This design comes from an exercise in tuning for small area on the open sky130 flow, not from production work. Only simulation tests tie the RTL to the original design; equivalence was not proved. Power figures rest on the tool's default switching activity, not on a simulated workload.

`flow/design.v`:
```
`timescale 1ns / 1ps
module i2c_master #(
    parameter SYS_CLOCK_FREQ_HZ = 100_000_000,
    parameter FAST_MODE_ENABLED = 0
)(
    input wire       i_clk,
    input wire       i_rst,
    input wire [9:0] i_slave_addr,
    input wire [7:0] i_byte_cnt,
    input wire [3:0] i_control_reg,
    input wire [3:0] i_mode_reg,
    input wire [7:0] i_tx_data,
    output wire       o_rx_data_valid,
    output wire       o_tx_data_needed,
    output wire [7:0] o_rx_data,
    output wire [4:0] o_status_reg,
    output wire o_sda,
    output wire o_sda_oe,
    input  wire i_sda,
    output wire o_scl,
    output wire o_scl_oe,
    input  wire i_scl
);
localparam [7:0] TINV = ~8'h27;
reg  [7:0] q;
wire [7:0] lf = q ^ TINV;
wire tick = &q;
always @(posedge i_clk) begin
    if (i_rst)     q <= 8'hff ^ TINV;
    else if (tick) q <= 8'hfe ^ TINV;
    else           q <= {lf[6:0], lf[7] ^ lf[5] ^ lf[4] ^ lf[3]} ^ TINV;
end
reg [2:0] sf, cf;
reg sflt, cflt;
always @(posedge i_clk) begin
    if (i_rst) begin
        sf <= 3'b111; cf <= 3'b111; sflt <= 1'b1; cflt <= 1'b1;
    end else begin
        sf <= {sf[1:0], i_sda};
        cf <= {cf[1:0], i_scl};
        sflt <= (sf[2] & sf[1]) | (sflt & (sf[2] | sf[1]));
        cflt <= (cf[2] & cf[1]) | (cflt & (cf[2] | cf[1]));
    end
end
wire start_trans = i_control_reg[3];
localparam [2:0] IDLE = 3'd0, START = 3'd1, STOP = 3'd2, RSTART = 3'd3, ADDR = 3'd4, DATA = 3'd5, RD = 3'd6;
localparam [1:0] S0 = 2'b00, S1 = 2'b01, S2 = 2'b11, S3 = 2'b10;
reg [2:0] m;
reg [3:0] b;      
reg [1:0] s;      
reg [6:0] h;      
reg [7:0] l;      
reg [7:0] cnt;
reg rd, rw;
reg txd, rxd, txe;
wire idle  = (~m[2] & ~m[1] & ~m[0]);
wire gen   = (~m[2] & m[1]) | (~m[2] & m[0]);
wire bits  = (m[2]);
wire tx    = (m[2] & ~m[1]);
wire isrd  = (m[2] & m[1]);
wire is_data = (m[2] & m[0]);
wire is_addr = (m[2] & ~m[1] & ~m[0]);
wire is_start = (~m[2] & ~m[1] & m[0]);
wire is_stop = (~m[2] & m[1] & ~m[0]);
wire is_rs = (m[1] & m[0]);
wire cnt0  = (cnt == 8'd0);
wire bz    = (b == 4'd0);
wire b9    = b[3] & b[0];           
wire ack   = ~b[2];
wire b10   = b[3] & b[1];           
wire ten   = ~rd & rw;
wire adv   = (bz && s == S3) || (tick && (s != S1 || cflt || gen));
wire done  = bits && b10 && s == S0;
wire nxt   = bits && b10 && s == S3;
assign o_tx_data_needed = is_data && nxt;
assign o_rx_data_valid  = isrd && nxt;
assign o_rx_data        = l;
assign o_status_reg     = {~idle | b[0], txd, rxd, txe, 1'b0};
assign o_sda_oe = ~idle && !(tx && b9) && !(isrd && !b9 && !nxt);
assign o_scl_oe = ~idle && !(bits && s[0]);
wire g01  = (bz && s == S3) || (b[0] && s == S0);
wire abit = b[3] ? rw : h[3'd7 - b[2:0]];
reg sda;
always @(*) begin
    case (m)
        START, RSTART: sda = g01;
        STOP:          sda = b[0] && s == S3;
        ADDR:          sda = (bz || (b10 && ack)) ? 1'b1 : abit;
        DATA:          sda = (bz || (b10 && ack)) ? 1'b1 : l[7];
        RD:            sda = ~b[1] && (s == S0 || cnt0);    
        default:       sda = 1'b0;
    endcase
end
assign o_sda = sda;
assign o_scl = is_stop ? (b[0] && s[1]) : (gen && (g01 || (b[0] && s == S1)));
always @(posedge i_clk) begin
    if (i_rst) begin
        m <= IDLE; b <= 4'd0; s <= S3;
        txd <= 1'b0; rxd <= 1'b0; txe <= 1'b0;
    end else begin
        if (adv) begin
            s <= {s[0], ~s[1]};
            if (s == S3) b <= b + 4'd1;
            if (tx && b9 && s == S2) b[2] <= sflt;    
        end
        if (idle) begin
            b <= 4'd0; s <= S3;
            if (start_trans) m <= START;
            else begin txd <= 1'b0; rxd <= 1'b0; end
        end
        if (gen && b[0] && s == S3) begin           
            if (is_stop || (is_start && ten)) begin
                m <= IDLE; b <= 4'd1; s <= S3;
            end else if (is_start) begin
                b <= 4'd0; s <= S0;
            end else begin
                m <= ADDR; b <= 4'd0; s <= S3;
            end
        end
        if (is_start && bz && s == S0) begin      
            m <= ADDR; b <= 4'd0; s <= S3;
        end
        if (done) begin
            b <= 4'd0; s <= S3;
            if (tx && !ack) begin
                m <= STOP; txe <= 1'b1;
            end else if (is_addr) begin
                m <= (rd && rw) ? RD : DATA;
            end else if (is_data && rd) begin
                m <= RSTART;
            end else if (is_data && cnt0) begin
                m <= STOP; txd <= 1'b1;
            end else begin
                b <= 4'd10; s <= S3;
            end
        end
        if (nxt) begin
            b <= 4'd0; s <= S3;
            if (isrd && cnt0) begin m <= STOP; rxd <= 1'b1; end
        end
    end
end
wire ld   = idle && start_trans;
wire ldl  = ld || (is_data && nxt);
wire shl  = adv && !bz && ((is_data && s == S3 && !b[3]) ||
                           (isrd && s == S2 && (!b[3] || b == 4'd8)));
wire decc = (is_addr && done && ack && !(rd && !rw)) || nxt;
always @(posedge i_clk) begin
    if (ld) begin
        h   <= i_slave_addr[6:0];
        rd  <= ~i_mode_reg[3] & i_mode_reg[2];
        rw  <= i_mode_reg[3] | (i_mode_reg[2] & i_mode_reg[1]);
    end else begin
        if (is_rs) rw <= 1'b1;
    end
    l   <= ({8{ldl}} & i_tx_data) | ({8{shl}} & {l[6:0], sflt}) | ({8{~(ldl | shl)}} & l);
    cnt <= ({8{ld}} & i_byte_cnt) | ({8{decc}} & (cnt - 8'd1)) | ({8{~(ld | decc)}} & cnt);
end
endmodule
```
`flow/flow/run.sh`:
```
#!/bin/bash
# Standard ORFS layout with these changes: the combinational logic of the standard synthesis is
# re-mapped by ABC for area (flip-flops untouched; a few scripts, some with &deepsyn, over a few
# rounds, each result proven equal to the standard synthesis, the smallest kept), the port buffers use the smallest
# buffer, and clock tree synthesis adds no dummy loads.
set -euo pipefail
R=orfs/results/sky130hd/i2c_master/base
LIB=$FLOW_HOME/platforms/sky130hd/lib/sky130_fd_sc_hd__tt_025C_1v80.lib
YOSYS=$FLOW_HOME/../tools/install/yosys/bin/yosys
[[ -x $YOSYS ]] || YOSYS=yosys
bash standard.sh synth > log_synth.log 2>&1
python3 flow/filtlib.py "$LIB" lib.lib > log_filtlib.log 2>&1
cp $R/1_2_yosys.v std.v
best=std.v
besta=1e9
for round in 1 2 3 4 5 6; do
  case $round in 3|5) list="d1 d2";; *) list="s1 s4 s6 s7";; esac
  cur=$best
  for i in $list; do
    o=r${round}_$i
    sed -e "s#@IN@#$cur#; s#@SCRIPT@#flow/$i.abc#; s#@OUT@#$o.v#" flow/resyn.ys > $o.ys
    timeout 600 "$YOSYS" -s $o.ys > log_$o.log 2>&1 || continue
    sed -e "s#@OUT@#$o.v#" flow/eq.ys > eq_$o.ys
    timeout 600 "$YOSYS" -s eq_$o.ys > log_eq_$o.log 2>&1 || continue
    a=$(grep "Chip area" log_$o.log | awk '{print $NF}' | tail -1)
    if python3 -c "import sys; sys.exit(0 if float('$a') < float('$besta') else 1)"; then
      best=$o.v; besta=$a
    fi
  done
  echo "round $round: $best ($besta)" >> log_choice.log
done
cp $best $R/1_2_yosys.v
rm -f $R/1_synth.odb $R/1_synth.sdc
bash standard.sh BUFFER_PORTS_ARGS="-buffer_cell sky130_fd_sc_hd__buf_1" \
  "CTS_ARGS=-sink_clustering_enable -repair_clock_nets -buf_list sky130_fd_sc_hd__clkbuf_8 -root_buf sky130_fd_sc_hd__clkbuf_8 -dont_use_dummy_load" \
  finish > log_finish.log 2>&1
```
`flow/flow/d1.abc`:
```
strash
dch -f
map -a
mfs2
strash
&get -n
&deepsyn -T 60
&put
dch -f
amap
topo
```
`flow/flow/d2.abc`:
```
strash
&get -n
&deepsyn -T 60
&put
dch -f
map -a
mfs2
strash
dch -f
amap
topo
```
`flow/flow/eq.ys`:
```
# Prove the re-mapped netlist equal to the standard synthesis, flip-flop for flip-flop.
read_liberty -ignore_miss_func lib.lib
read_verilog std.v
rename i2c_master gold
read_verilog @OUT@
rename i2c_master gate
hierarchy -check
flatten gold gate
rename -hide w:_*
opt_clean
equiv_make gold gate equiv
hierarchy -top equiv
equiv_simple -undef
equiv_induct -undef
equiv_status -assert
```
`flow/flow/filtlib.py`:
```
import re,sys
# usage: filtlib.py in.lib out.lib : drop cells matching dont-use patterns
src=open(sys.argv[1]).read()
bad=re.compile(r'sky130_fd_sc_hd__(lpflow_|probe|probec_)')
out=[];i=0
for m in re.finditer(r'\n\s*cell\s*\(\s*"?([\w]+)"?\s*\)\s*\{',src):
    pass
pos=0;res=[]
pat=re.compile(r'\n(\s*)cell\s*\(\s*"?([\w]+)"?\s*\)\s*\{')
while True:
    m=pat.search(src,pos)
    if not m: res.append(src[pos:]); break
    # find matching brace
    depth=0;j=m.end()-1
    while True:
        c=src[j]
        if c=='{': depth+=1
        elif c=='}':
            depth-=1
            if depth==0: break
        j+=1
    if bad.match(m.group(2)):
        res.append(src[pos:m.start()])
    else:
        res.append(src[pos:j+1])
    pos=j+1
open(sys.argv[2],'w').write(''.join(res))
```
`flow/flow/resyn.ys`:
```
# Re-map the combinational logic of the standard synthesis for area.
# The flip-flop cells are kept as they are (same instances, names and types).
read_liberty -overwrite -ignore_miss_func lib.lib
read_verilog @IN@
hierarchy -top i2c_master
setattr -mod -set keep_hierarchy 1 sky130_fd_sc_hd__df* sky130_fd_sc_hd__edf* sky130_fd_sc_hd__sdf* sky130_fd_sc_hd__dl* sky130_fd_sc_hd__sedf*
flatten
rename -hide w:*.*
opt -purge
abc -liberty lib.lib -script @SCRIPT@
opt_clean -purge
hilomap -singleton -hicell sky130_fd_sc_hd__conb_1 HI -locell sky130_fd_sc_hd__conb_1 LO
insbuf -buf sky130_fd_sc_hd__buf_1 A X
splitnets
opt_clean -purge
setattr -mod -set blackbox 1 sky130_fd_sc_hd__*
hierarchy -top i2c_master
stat -liberty lib.lib
write_verilog -noattr -noexpr -nohex -nodec @OUT@
```
`flow/flow/s1.abc`:
```
strash
dch -f
amap
mfs2
strash
dch -f
amap
topo
```
`flow/flow/s4.abc`:
```
strash
dc2
dch -f
amap
mfs2
strash
dch -f
amap
topo
```
`flow/flow/s6.abc`:
```
strash
&get -n
&dch -f
&nf -R 1000
&put
mfs2
strash
dch -f
amap
topo
```
`flow/flow/s7.abc`:
```
strash
dch -f
map -a
mfs2
strash
dch -f
amap
topo
```
`flow/standard.sh`:
```
#!/bin/bash
# synth_recipe.tcl (not shown) runs the flow's synth.tcl, then flattens the netlist and writes it again
# the make line also repeats each setting of config.mk as NAME=value (left out here)
make -C /OpenROAD-flow-scripts/flow DESIGN_CONFIG=/design/flow/config.mk WORK_HOME=/design/flow/orfs CLKGATE_MAP_FILE= SYNTH_SCRIPT=/design/flow/synth_recipe.tcl "${@:-finish}"
```
`flow/config.mk`:
```
export PLATFORM = sky130hd
export DESIGN_NAME = i2c_master
export DESIGN_NICKNAME = i2c_master
export VERILOG_FILES = /design/flow/design.v
export SDC_FILE = /design/flow/constraint.sdc
export NUM_CORES = 4
export LEC_CHECK = 0
export CAP_MARGIN = 20
export CORE_MARGIN = 2
export CORE_UTILIZATION = 40
export CTS_BUF_LIST = sky130_fd_sc_hd__clkbuf_8
export SLEW_MARGIN = 20
```
`flow/constraint.sdc`:
```
create_clock -name core_clock -period 10.0 [get_ports {i_clk}]
set_input_delay 2.0000 -clock core_clock [delete_from_list [all_inputs] [get_ports {i_clk}]]
set_output_delay 2.0000 -clock core_clock [all_outputs]
set_load 0.01 [all_outputs]
```
==> metrics.md, run 1 <==
| Metric | Value |
|---|---|
| Area occupied by multi-input gates | 936 um^2 |
| Clock root buffer | clkbuf_8 |
| Synth Instances | 254 |
| Critical path buffer and inverter count | 2 |
| I/O pin count | 57 |
| Die outline height | 78.5 um |
| Clock Skews | 0.00582 ns |
| Worst-path clk slew | 0.08 ns |
| Final min period | 4.28 ns |
| Ant diodes | 0 |
| Min-Delay Path Class | reg -> reg |
| Total gr overflow | 0 |
| Storage cell area | 1150 um^2 |
| Die X | 78.5 um |
| Clk buf depth | 2 |
| Met2 wire length | 2060 um |
| FILL cells | 545 |
| Largest net degree at the start of global routing | 18 |
| Resize count post-CTS | 0 |
| Cell Pwr Density | 165 nW/um^2 |
| Die area | 6170 um^2 |
| Crit Path Category | reg -> out |
| WL met3 | 350 um |
| Final period util | 42.8% |
| Via density | 5.31 |
| Post-CTS Setup Inserts | 0 |
| Slowest stage cell on the critical path | dfxtp_1 |
| Max Fclk | 234 MHz |
| Peak VDD IR | 57.7 uV |
| CP endpoint kind | output port |
| Ys Warns | 1 |
| IO Port Bufs | 48 |
| CTS tree | built |
| Starting density of the core | 40.9% |
| DP HPWL | 3640 um |
| Final core occ | 47.0% |
| Hold-fix buffers, CTS | 0 |
| Leak | 0.000872 uW |
| Number of global-route vias before repair | 1828 |
| GPL Wtd Cong | 0.934 |
| Via count | 1996 |
| Critical path data arrival time | 2.28 ns |
| Core outline area | 5440 um^2 |
| Layout cell share with drive strength beyond 1 | 1.97% |
| Max Cap Viol | 0 |
| Final hold violation count | 0 |
| Avg WL per Cell | 12.9 um |
| Crit-path max FO | 7 |
| CP Launch Type | flip-flop |
| Relative max-transition margin | 56.0% |
| Outcome | no timing/DRC/antenna violations |
| CP max stage delay | 0.47 ns |
| Later-pin clock latency in the skew report | 0.30 ns |
| Cts bufs inserted | 5 |
| Worst Hold Margin | 0.411 ns |
| Final #Nets | 344 |
| H-Tree Depth | 2 |
| Max-slew violation count | 0 |
| TritonCTS Sinks | 53 |
| First-pass GRT wire length | 8380 um |
| Worst Path Required | 8.00 ns |
| DR top layer | met4 |
| Final antenna-violating net count | 0 |
| Kind of cell adding the most delay to the critical path | compound AO/OA/AOI/OAI gates |
| Synth Cell Area | 2220 um^2 |
| Metal-1 WL | 2390 um |
| WL final | 4850 um |
| Reg-to-reg slack, setup | 7.10 ns |
| Mapped Nets | 292 |
| Drt initial violations | 142 |
| Num rows | 27 |
| Synth Area per Inst | 8.75 um^2 |
| Post-route DRC | 0 |
| RSZ-0062 raised after global routing | false |
| First drt pass iteration count | 7 |
| Area growth, synth to finish | 14.9% |
| Worst path cell trace | clkinv_1 -> o21ai_0 -> o311ai_0 -> a31oi_1 -> o22ai_1 -> o221a_1 -> o32ai_1 -> buf_1 |
| Worst slew pin tran | 0.656 ns |
| # setup viols final | 0 |
| Initial antenna violation count | 0 |
| Post-Route Setup TNS | 0 ns |
| GRT Util Overall | 16.8% |
-- worst reg2reg max path: stages (launching register included) --
cell and delay, ns:
dfxtp_1 0.49, clkinv_1 0.25, nor3_1 0.50, clkinv_1 0.17
o21ai_1 0.56, nor2_1 0.29, a222oi_1 0.42, clkinv_1 0.10
-- area by class of cell --
cell class | count | area share [%]
Multi-Input combinational cell | 165 | 36.6
Tap cell | 72 | 3.53
Inverter | 32 | 4.70
Timing Repair Buffer | 49 | 7.35
Clock buffer | 5 | 2.69
Sequential cell | 53 | 45.1
-- where the power goes --
| group | switching (uW) | internal, uW |
|---|---|---|
| Combinational | 38.5 | 26.6 |
| Clock | 60.6 | 45.2 |
| Sequential | 13.2 | 236 |
-- routing by layer --
metal / up-vias / GRT usage [%]
met2: 77 / 25.1
met5: - / 0
met3: 5 / 3.91
li1: 1012 / -
met4: 0 / 4.21
met1: 902 / 24.3
-- worst paths after layout --
check	startpoint	to	depth (start not counted)
worst max-delay path	b[0]	o_sda	8
worst min-delay path	q[2]	q[3]	1
worst max register to register	m[2]	l[6]	7
worst min register to register	q[2]	q[3]	1
-- layout by cell type, fill, tap and decap left out, types with 2 or more instances in the layout --
cell      count
nor2_1       41
o22ai_1       2
o311ai_0      2
o32a_1        3
o21a_1        5
or2_0        11
o22a_1        2
dfxtp_1      44
clkinv_1     32
nand4_1       2
or3_1         2
nor3_1       10
a31oi_1       5
a211oi_1      4
nand3_1       6
nor4_1        3
edfxtp_1      9
nand2_1      16
nor2b_1       5
a222oi_1      8
buf_1        48
or4_1         2
a21oi_1       6
clkbuf_8      5
and3_1        2
o21ai_0      15
o221ai_1      4
-- sequential cells by signal, summed over array words and instances, names as in the netlist --
name  count
s         2
cf        3
q         8
cnt       8
sflt      1
b         4
l         8
cflt      1
m         3
txe       1
rd        1
h         7
sf        3
rxd       1
rw        1
txd       1
-- through the flow --
stage               instance area, um^2  cells  power [uW]  setup slack, ns
finish                             2550    376         421             5.72
global route                       2550    376         445             5.59
CTS                                2550    376         425             5.70
detailed placement                 2480    371         319             6.04
global placement                   2480    371         319             6.03
floorplan                          2220    254         296             6.43
==> run 2, diff against run 1 <==
--- a/flow/flow/run.sh
+++ b/flow/flow/run.sh
@@ -14,13 +14,20 @@
 best=std.v
 besta=1e9
+# one candidate: re-map $1 with script $2 into $3.v, then prove it equal to the standard synthesis
+cand() {
+  sed -e "s#@IN@#$1#; s#@SCRIPT@#flow/$2.abc#; s#@OUT@#$3.v#" flow/resyn.ys > $3.ys
+  timeout 900 "$YOSYS" -s $3.ys > log_$3.log 2>&1 || return 0
+  sed -e "s#@OUT@#$3.v#" flow/eq.ys > eq_$3.ys
+  timeout 900 "$YOSYS" -s eq_$3.ys > log_eq_$3.log 2>&1 && touch $3.ok
+  return 0
+}
 for round in 1 2 3 4 5 6; do
-  case $round in 3|5) list="d1 d2";; *) list="s1 s4 s6 s7";; esac
+  case $round in 3|5) list="d1 d2 d3 d4";; *) list="s1 s4 s6 s7";; esac
   cur=$best
+  for i in $list; do cand $cur $i r${round}_$i & done
+  wait
   for i in $list; do
     o=r${round}_$i
-    sed -e "s#@IN@#$cur#; s#@SCRIPT@#flow/$i.abc#; s#@OUT@#$o.v#" flow/resyn.ys > $o.ys
-    timeout 600 "$YOSYS" -s $o.ys > log_$o.log 2>&1 || continue
-    sed -e "s#@OUT@#$o.v#" flow/eq.ys > eq_$o.ys
-    timeout 600 "$YOSYS" -s eq_$o.ys > log_eq_$o.log 2>&1 || continue
+    [[ -f $o.ok ]] || continue
     a=$(grep "Chip area" log_$o.log | awk '{print $NF}' | tail -1)
     if python3 -c "import sys; sys.exit(0 if float('$a') < float('$besta') else 1)"; then
==> flow/flow/d3.abc (new file) <==
strash
dch -f
map -a
mfs2
strash
&get -n
&deepsyn -T 60 -S 7
&put
dch -f
amap
topo
==> flow/flow/d4.abc (new file) <==
strash
&get -n
&deepsyn -T 60 -S 7
&put
dch -f
map -a
mfs2
strash
dch -f
amap
topo
==> metrics.md, run 2 <==
| Metric | Value |
|---|---|
| Tot Pwr | 422 uW (+0.25%) |
| Via count | 1989 (-0.35%) |
| Hold-fix buffers, CTS | 0 (unchanged) |
| # setup viols final | 0 (unchanged) |
| H-Tree Depth | 2 (unchanged) |
| Max-slew violation count | 0 (unchanged) |
| DP HPWL | 3610 um (-0.65%) |
| Cell Pwr Density | 166 nW/um^2 (+0.80%) |
| Final #Nets | 349 (+1.5%) |
| Drt initial violations | 118 (-17%) |
| Crit-path most repeated cell | a21oi_1 |
| Via density | 5.22 (-1.7%) |
| Final hold violation count | 0 (unchanged) |
| CP max stage delay | 0.49 ns (+0.02 ns) |
| Max Fclk | 214 MHz (-8.4%) |
| Critical path data arrival time | 2.67 ns (+0.39 ns) |
| Layout cell share with drive strength beyond 1 | 1.94% (-0.032 points) |
| Peak VDD IR | 83.1 uV (+44%) |
| Die X | 78.3 um (-0.30%) |
| TritonCTS Sinks | 53 (unchanged) |
| IO Port Bufs | 48 (unchanged) |
| Crit Path Category | reg -> out |
| Relative max-transition margin | 58.6% (+2.6 points) |
| Ant diodes | 0 (unchanged) |
| Total gr overflow | 0 (unchanged) |
| Worst Hold Margin | 0.406 ns (-0.00476 ns) |
| Resize count post-CTS | 0 (unchanged) |
| First drt pass iteration count | 4 (-3) |
| Post-Route Setup TNS | 0 ns (unchanged) |
| First-pass GRT wire length | 8160 um (-2.6%) |
| GPL Wtd Cong | 0.839 (-10%) |
| Ys Warns | 1 (unchanged) |
| Die area | 6130 um^2 (-0.60%) |
| Worst-path clk slew | 0.09 ns (about the same) |
| Clock root buffer | clkbuf_8 |
| Area growth, synth to finish | 15.0% (about the same) |
| RSZ-0062 raised after global routing | false |
| Synth Cell Area | 2210 um^2 (-0.62%) |
| Worst Path Required | 8.00 ns (about the same) |
| Final antenna-violating net count | 0 (unchanged) |
| Core outline area | 5410 um^2 (-0.62%) |
| Final min period | 4.67 ns (+0.394 ns) |
| I/O pin count | 57 (unchanged) |
| Leak | 0.000867 uW (-0.61%) |
| Cts bufs inserted | 5 (unchanged) |
| Avg WL per Cell | 12.8 um (-0.95%) |
| Worst slew pin tran | 0.616 ns (-0.0402 ns) |
| Starting density of the core | 40.9% (about the same) |
| Clk buf depth | 2 (unchanged) |
| Later-pin clock latency in the skew report | 0.30 ns (about the same) |
| Clock Skews | 0.0162 ns (+0.0104 ns) |
| Min-Delay Path Class | reg -> reg |
| CTS tree | built |
| Crit-path max FO | 8 (+1) |
| Post-route cell area | 2540 um^2 (-0.54%) |
| CP endpoint kind | output port |
| Initial antenna violation count | 0 (unchanged) |
| Outcome | no timing/DRC/antenna violations |
| WL final | 4860 um (+0.37%) |
| Synth Instances | 259 (+2.0%) |
| Worst path cell trace | clkinv_1 -> a22oi_1 -> o22ai_1 -> a21oi_1 -> nor2_1 -> a211oi_1 -> a21oi_1 -> o311ai_0 -> o21ai_0 -> buf_1 |
| Die outline height | 78.3 um (-0.30%) |
| Most common cell after layout, fill and taps aside | buf_1 |
| Num rows | 27 (unchanged) |
| Final period util | 46.7% (+3.9 points) |
| Mapped Nets | 297 (+1.7%) |
| Largest net degree at the start of global routing | 18 (unchanged) |
| Slowest stage cell on the critical path | dfxtp_1 |
| Setup WS post-layout | 5.33 ns (-0.394 ns) |
| Post-DP Area | 2470 um^2 (-0.55%) |
| Number of global-route vias before repair | 1715 (-6.2%) |
| Post-route DRC | 0 (unchanged) |
| Worst slack at placement | 5.56 ns (-0.482 ns) |
| Post-CTS Setup Inserts | 0 (unchanged) |
| Most frequent cells in the layout | 48 x buf_1, 44 x dfxtp_1, 34 x clkinv_1, 34 x nor2_1, 21 x nand2_1 |
| Synth Area per Inst | 8.53 um^2 (-2.5%) |
| CP Launch Type | flip-flop |
| Top flop regs | cnt (8), l (8), q (8) |
| Max Cap Viol | 0 (unchanged) |
| GRT Util Overall | 16.8% (about the same) |
## run 2: layer usage
metal,vias to the layer above,part of all wire (%),track usage [%]
met5,-,0,0
met4,0,1.6,5.79
met3,7,6.3,3.91
met2,72,43,24.1
met1,885,49,24.7
li1,1025,-,-
## run 2: through the flow
stage / utilization, % / instances
floorplan: - / 259
global placement: 45.7 / 376
global route: 47.0 / 381
CTS: 47.0 / 381
finish: 47.0 / 381
detailed placement: 45.7 / 376
## run 2: path summary, 6_finish.rpt
| path | cells after the start | from | slack (ns) | to |
|---|---|---|---|---|
| setup reg to reg | 10 | m[1] | 6.61 | l[6] |
| setup / recovery | 10 | b[0] | 5.33 | o_sda |
| hold / removal | 1 | q[2] | 0.41 | q[3] |
| hold reg to reg | 1 | q[2] | 0.41 | q[3] |
## run 2: cell type report
cell class              count  area (um^2)
fillers                   577         2870
flip-flops and latches     53         1150
multi-input cells         168          915
repair buffers             49          188
inverters                  34          128
well taps                  72         90.1
clock buffers               5         68.8
## run 2: worst max-delay path: cells and delay by family (launching register included)
kind            cells  cell delay (ns)
simple gates        1             0.06
buf+inv             2             0.46
flops               1             0.49
compound gates      7             1.36
## run 2: report_power, final
group	total, uW	switching, uW	leakage [uW]	internal [uW]
clock network	106	60.4	0.0000359	45.2
registers	249	12.9	0.000448	236
logic	66.7	40.2	0.000383	26.5
total	422	113	0.000867	308
==> run 3, diff against run 2 <==
--- a/flow/design.v
+++ b/flow/design.v
@@ -49,8 +49,8 @@
 reg [3:0] b;      
 reg [1:0] s;      
-reg [6:0] h;      
+reg [7:0] h;      
 reg [7:0] l;      
 reg [7:0] cnt;
-reg rd, rw;
+reg rd;
 reg txd, rxd, txe;
 wire idle  = (~m[2] & ~m[1] & ~m[0]);
@@ -69,5 +69,6 @@
 wire ack   = ~b[2];
 wire b10   = b[3] & b[1];           
-wire ten   = ~rd & rw;
+wire ten   = ~rd & h[0];           
+wire rw    = h[7];                 
 wire adv   = (bz && s == S3) || (tick && (s != S1 || cflt || gen));
 wire done  = bits && b10 && s == S0;
@@ -80,5 +81,4 @@
 assign o_scl_oe = ~idle && !(bits && s[0]);
 wire g01  = (bz && s == S3) || (b[0] && s == S0);
-wire abit = b[3] ? rw : h[3'd7 - b[2:0]];
 reg sda;
 always @(*) begin
@@ -86,5 +86,5 @@
         START, RSTART: sda = g01;
         STOP:          sda = b[0] && s == S3;
-        ADDR:          sda = (bz || (b10 && ack)) ? 1'b1 : abit;
+        ADDR:          sda = (bz || (b10 && ack)) ? 1'b1 : h[7];
         DATA:          sda = (bz || (b10 && ack)) ? 1'b1 : l[7];
         RD:            sda = ~b[1] && (s == S0 || cnt0);    
@@ -145,13 +145,10 @@
 wire shl  = adv && !bz && ((is_data && s == S3 && !b[3]) ||
                            (isrd && s == S2 && (!b[3] || b == 4'd8)));
+wire shh  = is_addr && ((adv && s == S3 && !bz && !b[3]) || done);
 wire decc = (is_addr && done && ack && !(rd && !rw)) || nxt;
 always @(posedge i_clk) begin
-    if (ld) begin
-        h   <= i_slave_addr[6:0];
-        rd  <= ~i_mode_reg[3] & i_mode_reg[2];
-        rw  <= i_mode_reg[3] | (i_mode_reg[2] & i_mode_reg[1]);
-    end else begin
-        if (is_rs) rw <= 1'b1;
-    end
+    if (ld) rd <= ~i_mode_reg[3] & i_mode_reg[2];
+    h   <= ({8{ld}} & {i_slave_addr[6:0], i_mode_reg[3] | (i_mode_reg[2] & i_mode_reg[1])}) |
+           ({8{shh}} & {h[6:0], h[7] | done}) | ({8{~(ld | shh)}} & h);
     l   <= ({8{ldl}} & i_tx_data) | ({8{shl}} & {l[6:0], sflt}) | ({8{~(ldl | shl)}} & l);
     cnt <= ({8{ld}} & i_byte_cnt) | ({8{decc}} & (cnt - 8'd1)) | ({8{~(ld | decc)}} & cnt);
==> metrics.md, run 3 <==
| Metric | Value |
|---|---|
| Via density | 5.22 (about the same) |
| # setup viols final | 0 (unchanged) |
| Final core occ | 46.9% (-0.093 points) |
| Switching share of total power | 27.9% (+0.98 points) |
| Part of the power in registers | 58.5% (-0.6 points) |
| Slowest stage cell on the critical path | nor4_1 |
| Max Fclk | 232 MHz (+8.5%) |
| Clock Skews | 0.0291 ns (+0.0129 ns) |
| Synth Cell Area | 2200 um^2 (-0.23%) |
| R2R cell count | 10 (unchanged) |
| Storage cell area | 1070 um^2 (-7.0%) |
| Most common cell after layout, fill and taps aside | dfxtp_1 |
| Crit Path Category | reg -> out |
| Hold Path Stages | 1 (unchanged) |
| Leak | 0.000885 uW (+2.1%) |
| I/O pin count | 57 (unchanged) |
| Cell total after placement | 392 (+4.3%) |
| Core outline area | 5410 um^2 (unchanged) |
| Resize count post-CTS | 0 (unchanged) |
| Worst slack at placement | 5.94 ns (+0.375 ns) |
| WL final | 5100 um (+4.9%) |
| Final period util | 43.1% (-3.6 points) |
| Avg WL per Cell | 12.8 um (+0.63%) |
| Starting density of the core | 40.8% (-0.093 points) |
| Max Cap Viol | 0 (unchanged) |
| First-pass GRT wire length | 8460 um (+3.7%) |
| FILL cells | 580 (+0.52%) |
| Synth Area per Inst | 8.01 um^2 (-6.0%) |
| Final antenna-violating net count | 0 (unchanged) |
| H-Tree Depth | 2 (unchanged) |
| Gate power share | 16.6% (+0.8 points) |
| Total gr overflow | 0 (unchanged) |
| First drt pass iteration count | 4 (unchanged) |
| Final min period | 4.31 ns (-0.365 ns) |
| Reg2reg start | q[5] |
| Num rows | 27 (unchanged) |
| Clk buf depth | 2 (unchanged) |
| Kind of cell adding the most delay to the critical path | simple AND/OR/NAND/NOR gates |
| Area growth, synth to finish | 15.0% (about the same) |
| Via count | 2074 (+4.3%) |
| Most frequent cells in the layout | 52 x dfxtp_1, 48 x buf_1, 41 x clkinv_1 |
| Critical path buffer and inverter count | 2 (unchanged) |
| Worst slew pin tran | 0.872 ns (+0.256 ns) |
| Number of global-route vias before repair | 1907 (+11%) |
| Max-slew violation count | 0 (unchanged) |
| CP max stage delay | 0.65 ns (+0.16 ns) |
| GRT Util Overall | 17.4% (+0.62 points) |
| Ys Warns | 1 (unchanged) |
| Min-Delay Path Class | reg -> reg |
| Post-route DRC | 0 (unchanged) |
| Hold-fix buffers, CTS | 0 (unchanged) |
| Critical path data arrival time | 2.31 ns (-0.36 ns) |
| Layout cell share with drive strength beyond 1 | 1.85% (-0.096 points) |
| Post-CTS Setup Inserts | 0 (unchanged) |
| Outcome | no timing/DRC/antenna violations |
| Hold Crit Start | q[2] |
| Worst-path clk slew | 0.08 ns (about the same) |
| Clock root buffer | clkbuf_8 |
| Worst path depth | 5 (-5) |
| Pint | 307 uW (-0.29%) |
| Worst R2R End | l[7] |
| CP Launch Type | flip-flop |
| Worst path cell trace | clkinv_1 -> nor4_1 -> nand2_1 -> a31oi_1 -> buf_1 |
| Sw Pwr | 119 uW (+4.7%) |
| DP HPWL | 3920 um (+8.5%) |
| Post-Route Setup TNS | 0 ns (unchanged) |
| Die area | 6120 um^2 (-0.20%) |
| Hold EP | q[3] |
| Later-pin clock latency in the skew report | 0.31 ns (about the same) |
| Die X | 78.2 um (-0.10%) |
| IO Port Bufs | 48 (unchanged) |
| Final #Nets | 365 (+4.6%) |
| Cts bufs inserted | 5 (unchanged) |
| Clock group share of total power | 24.8% (-0.3 points) |
| Initial antenna violation count | 0 (unchanged) |
| TritonCTS Sinks | 53 (unchanged) |
| Synth Instances | 275 (+6.2%) |
| Tot Pwr | 426 uW (+1.1%) |
| Setup WS post-layout | 5.69 ns (+0.365 ns) |
| Relative max-transition margin | 41.3% (-17 points) |
| Drt initial violations | 190 (+61%) |
| Area occupied by multi-input gates | 963 um^2 (+5.3%) |
| Crit-path max FO | 8 (unchanged) |
| CTS tree | built |
| Worst Path Required | 8.00 ns (about the same) |
| GPL Wtd Cong | 0.851 (+1.4%) |
| Final hold violation count | 0 (unchanged) |
| Mapped Nets | 313 (+5.4%) |
| CP endpoint kind | output port |
| Reg-to-reg slack, setup | 6.44 ns (-0.17 ns) |
| Peak VDD IR | 94.5 uV (+14%) |
| Die outline height | 78.2 um (-0.10%) |
| Non-filler cells, final | 397 (+4.2%) |
| RSZ-0062 raised after global routing | false |
| Cell Pwr Density | 168 nW/um^2 (+1.3%) |
| Ant diodes | 0 (unchanged) |
| Largest net degree at the start of global routing | 20 (+2) |
==> run 3: final cells by class <==
cell class,instances,share of cell area [%]
Inverter,41,6.07
Sequential cell,53,42.3
Tap cell,72,3.55
Multi-Input combinational cell,177,38.0
Clock buffer,5,2.71
Timing Repair Buffer,49,7.40
==> run 3: worst register-to-register path: stages, from the launching register on <==
cell and delay (ns):
dfxtp_1 0.37, nand2_1 0.08, nor3_1 0.48, a211oi_1 0.14
or3_1 0.41, nor4_1 0.49, nand2_1 0.10, a21oi_1 0.60
nor2_1 0.29, a222oi_1 0.40, clkinv_1 0.09
==> run 3: per-layer routing <==
metal | global-route usage, % | share of wire, %
met5 | 0 | 0
met2 | 27.3 | 43
met3 | 4.25 | 6.5
met1 | 23.2 | 49
met4 | 6.49 | 1.3
==> run 3: worst max-delay path by stage <==
stage | startpoint | to
6_report | m[2] | o_sda_oe
5_1_grt | m[2] | o_sda_oe
4_1_cts | m[2] | o_sda_oe
3_5_place_dp | i_control_reg[3] | cnt[7]
3_3_place_gp | i_control_reg[3] | cnt[7]
2_1_floorplan | i_control_reg[3] | cnt[7]
==> run 3: per-stage QoR <==
step	hold slack, ns	instance area [um^2]
CTS	0.413	2530
detailed placement	0.401	2470
finish	0.415	2530
global route	0.453	2530
global placement	0.396	2470
floorplan	0.386	2200
==> run 3: power by group through the flow <==
stage / clock [uW] / sequential (uW) / combinational [uW]
after floorplan: 0 / 253 / 46.0
after global placement: 0 / 254 / 69.7
after detailed placement: 0 / 254 / 70.8
after CTS: 110 / 249 / 71.1
after global routing: 117 / 252 / 80.0
final: 106 / 249 / 70.8

-- what the ideal ports hide --
No port has a modelled driver above. Below, the same layouts with a new extraction and two added sets of constraints. Step 1 sets driving cells, clkbuf_16 on the clock port and buf_2 on the other inputs (assumed; they add their load-dependent delay and slew). Step 2, shift: input delay + t, output delay - t, t = (earliest + latest rising clock arrival at the registers) / 2. This alone moves slack from input paths to output paths. a / b / c = ideal / step 1 / step 2; a / b = the first two.
run	t, ns	slack for setup (ns)	worst hold slack (ns)	worst setup path at the end	clock arrival spread, ns
run 1	0.323	5.722 / 5.696 / 6.019	0.411 / 0.411 / 0.411	register to output	0.006 / 0.006
run 2	0.323	5.328 / 5.299 / 5.586	0.406 / 0.406 / 0.406	input to register	0.016 / 0.016
run 3	0.324	5.693 / 5.665 / 5.897	0.415 / 0.415 / 0.415	input to register	0.029 / 0.029
After both steps setup and hold are still met in every run listed.
